Source: an optimization exercise on an open RTL-to-GDS flow (aim: small area). Production flows keep margins and buffers that such runs may drop.
Function was checked by simulation only, so behaviour that the tests miss may differ from the original.
Power is estimated from default activity; no workload was simulated.

== run 1 ==
// lcd_renderer
module lcd_renderer (
  input clk,
  input rst_n,
  input [99:0] game_table,
  output LCD_rst,
  output [1:0] LCD_cs,
  output LCD_rw,
  output LCD_di,
  output [7:0] LCD_data,
  output LCD_en
);
  wire ready, out_valid, we_s, we_f, y_last, x_last, init;
  wire [9:0] din;
  wire [3:0] col;
  wire [7:0] tap;
  wire [3:0] wb;
  wire [2:0] wm, page;
  RAM_ctrl ram_c (
    .game_table(game_table), .clk(clk), .rst_n(rst_n), .data_valid(out_valid),
    .y_last(y_last), .x_last(x_last), .init(init), .ready(ready),
    .we_s(we_s), .we_f(we_f), .din(din), .b(wb), .m(wm)
  );
  RAM R1 (.clk(clk), .we_s(we_s), .we_f(we_f), .first(init), .din(din), .b(wb), .m(wm),
          .col(col), .page(page), .dout(tap));
  LCD_control LCD_ctrl (
    .clk(clk), .rst_n(rst_n), .tap(tap), .ready(ready), .data_valid(out_valid),
    .col(col), .y_last(y_last), .x_last(x_last), .init(init), .page(page),
    .LCD_di(LCD_di), .LCD_rw(LCD_rw), .LCD_en(LCD_en), .LCD_rst(LCD_rst),
    .LCD_cs(LCD_cs), .LCD_data(LCD_data)
  );
endmodule
Size in the first run: about 630 flip-flops.
==> flow/config.mk <==
export PLATFORM = sky130hd
export DESIGN_NAME = lcd_renderer
export DESIGN_NICKNAME = lcd_renderer
export VERILOG_FILES = /design/flow/design.v
export SDC_FILE = /design/flow/constraint.sdc
export NUM_CORES = 4
export LEC_CHECK = 0
export CAP_MARGIN = 20
export CORE_MARGIN = 2
export CORE_UTILIZATION = 70
export SLEW_MARGIN = 20
export BUFFER_PORTS_ARGS = -buffer_cell sky130_fd_sc_hd__buf_1
export CTS_ARGS = -sink_clustering_enable -repair_clock_nets -dont_use_dummy_load -buf_list sky130_fd_sc_hd__clkbuf_4 -sink_clustering_size 10 -sink_clustering_max_diameter 30
==> flow/constraint.sdc <==
create_clock -name core_clock -period 10.0 [get_ports {clk}]
set_input_delay 2.0000 -clock core_clock [delete_from_list [all_inputs] [get_ports {clk}]]
set_output_delay 2.0000 -clock core_clock [all_outputs]
set_load 0.01 [all_outputs]
standard.sh (not shown) runs the stock make flow with config.mk's settings and CLKGATE_MAP_FILE= SYNTH_SCRIPT=/design/flow/synth_recipe.tcl, a recipe that flattens the netlist after the stock synthesis.
==> flow/flow/run.sh <==
#!/bin/bash
# Layout flow: the standard ORFS flow (standard.sh) with these changes:
#  - synthesis: the standard synthesis, but yosys abc maps the logic with
#    the area-oriented script flow/abc_area.script (flow/synth_area.tcl);
#    the registers are the standard synthesis's;
#  - port buffers use the smallest buffer (buf_1) instead of ORFS's default
#    pick; every input and output port still gets its own buffer;
#  - clock tree synthesis builds leaf clusters of at most 10 sinks driven by
#    clkbuf_4 and inserts no dummy loads.
# Each tool's full output goes to a log file in this folder (make.log) and to
# ORFS's own per-step logs under orfs/logs/.
set -euo pipefail
export FLOW_SYNTH_TCL="$PWD/synth_recipe.tcl"
export FLOW_ABC_AREA_SCRIPT="$PWD/flow/abc_area.script"
cat >> config.mk <<'C'
export BUFFER_PORTS_ARGS = -buffer_cell sky130_fd_sc_hd__buf_1
export CTS_ARGS = -sink_clustering_enable -repair_clock_nets -dont_use_dummy_load -buf_list sky130_fd_sc_hd__clkbuf_4 -sink_clustering_size 10 -sink_clustering_max_diameter 30
C
bash standard.sh "SYNTH_SCRIPT=$PWD/flow/synth_area.tcl" finish > make.log 2>&1
==> flow/flow/abc_area.script <==
strash
&get -n
&fraig -x
&put
dc2
strash
&get -n
&dc2
&dch -f
&nf -R 2000 -C 20
&put
==> flow/flow/synth_area.tcl <==
# The standard synthesis (synth_recipe.tcl, sourced unchanged: ORFS's
# synth.tcl with yosys synth -nofsm -noshare, then flatten and rename) with
# one change: the combinational mapping (yosys abc) runs the area-oriented
# script flow/abc_area.script instead of ORFS's delay-oriented one. Flip-flops
# are mapped before abc and abc does not touch them, so the registers (count,
# names, cell types) are those of the standard synthesis.
proc abc {args} {
  set i [lsearch -exact $args -script]
  if {$i >= 0} { lset args [expr {$i + 1}] $::env(FLOW_ABC_AREA_SCRIPT) }
  yosys abc {*}$args
}
source $::env(FLOW_SYNTH_TCL)
Inputs modified between run 1 and run 2:
diff --git a/flow/flow/run.sh b/flow/flow/run.sh
--- a/flow/flow/run.sh
+++ b/flow/flow/run.sh
@@ -3,4 +3,5 @@
 #  - synthesis: the standard synthesis, but yosys abc maps the logic with
-#    the area-oriented script flow/abc_area.script (flow/synth_area.tcl);
-#    the registers are the standard synthesis's;
+#    the area-oriented script flow/abc_area.script and no adder cells are
+#    extracted (flow/synth_area.tcl); the registers are the standard
+#    synthesis's;
 #  - port buffers use the smallest buffer (buf_1) instead of ORFS's default
==> flow/flow/synth_area.tcl <==
# The standard synthesis (synth_recipe.tcl, sourced unchanged: ORFS's
# synth.tcl with yosys synth -nofsm -noshare, then flatten and rename) with
# two changes to the combinational logic only:
#  - yosys abc maps the logic with the area-oriented script
#    flow/abc_area.script instead of ORFS's delay-oriented one;
#  - half and full adders are not extracted into adder cells (extract_fa is
#    skipped), so abc maps the counters' increments with the rest.
# Flip-flops are mapped before abc and abc does not touch them, so the
# registers (count, names, cell types) are those of the standard synthesis.
proc abc {args} {
  set i [lsearch -exact $args -script]
  if {$i >= 0} { lset args [expr {$i + 1}] $::env(FLOW_ABC_AREA_SCRIPT) }
  yosys abc {*}$args
}
proc extract_fa {args} {}
source $::env(FLOW_SYNTH_TCL)
[summary]
- Minimum setup slack after placement for run 2: 12 ps up relative to run 1
- Run 1 has a higher internal power of the cells than run 2.
- Cell area | run 2 vs run 1 | run 2 smaller
- Run 1 has a lower first-iteration DRC count than run 2.
- Final standard cell count with taps included and fillers excluded delta for run 2 relative to run 1: 6 lower
Setup changes, run 2 to run 3
diff --git a/flow/flow/run.sh b/flow/flow/run.sh
--- a/flow/flow/run.sh
+++ b/flow/flow/run.sh
@@ -3,5 +3,4 @@
 #  - synthesis: the standard synthesis, but yosys abc maps the logic with
-#    the area-oriented script flow/abc_area.script and no adder cells are
-#    extracted (flow/synth_area.tcl); the registers are the standard
-#    synthesis's;
+#    the area-oriented script flow/abc_area.script (flow/synth_area.tcl);
+#    the registers are the standard synthesis's;
 #  - port buffers use the smallest buffer (buf_1) instead of ORFS's default
==> flow/flow/abc_area.script <==
strash
&get -n
&fraig -x
&put
scorr
dc2
dretime
strash
&get -n
&dc2
&dch -f
&nf -R 1000
&put
==> flow/flow/synth_area.tcl <==
# The standard synthesis (synth_recipe.tcl, sourced unchanged: ORFS's
# synth.tcl with yosys synth -nofsm -noshare, then flatten and rename) with
# one change: the combinational mapping (yosys abc) runs the area-oriented
# script flow/abc_area.script instead of ORFS's delay-oriented one. Flip-flops
# are mapped before abc and abc does not touch them, so the registers (count,
# names, cell types) are those of the standard synthesis.
proc abc {args} {
  set i [lsearch -exact $args -script]
  if {$i >= 0} { lset args [expr {$i + 1}] $::env(FLOW_ABC_AREA_SCRIPT) }
  yosys abc {*}$args
}
source $::env(FLOW_SYNTH_TCL)
==> summary.txt <==
- On number of vias in the routed layout: between run 3 and run 2, it ends up higher for run 3.
- In the metrics for run 3 and run 2, the one carrying the higher iteration count of the initial detailed-routing pass is run 2.
- Max total of clock buffers placed in the layout across run 3 and run 2: run 3
- Buffering stage count on the worst path with inverters included came out exactly the same in run 3 and run 2.
- Run 3 does worse than run 2 on die footprint.

-- static timing again, ports no longer ideal --
The results above use ideal ports. As a check the final layouts listed here were re-extracted and re-timed, cells and wires unchanged. Step 1 assumes that a clkbuf_16 drives the clock port and a buf_2 every other input. Step 2 times the ports against the registers' clock, not the clock port: input delays grow and output delays shrink by t, the midpoint of the rising clock arrivals with the driver on. Three values: ideal ports, drivers, drivers and shift; two values: the first two.
run	shift t [ns]	slack for setup (ns)	hold slack, ns	latest minus earliest clock arrival (ns)	worst data-port slew with drivers (ns)
run 1	0.710	5.197 / 5.177 / 5.177	0.260 / 0.260 / 0.260	0.065 / 0.066	0.05
run 2	0.691	5.216 / 5.192 / 5.192	0.265 / 0.265 / 0.265	0.077 / 0.077	0.05
run 3	0.691	5.206 / 5.183 / 5.183	0.286 / 0.286 / 0.286	0.064 / 0.064	0.04
After both steps every run listed still meets setup and hold. For run 2, which loses most, drivers alone change the setup slack by -0.024 ns; drivers and shift together by -0.024 ns.
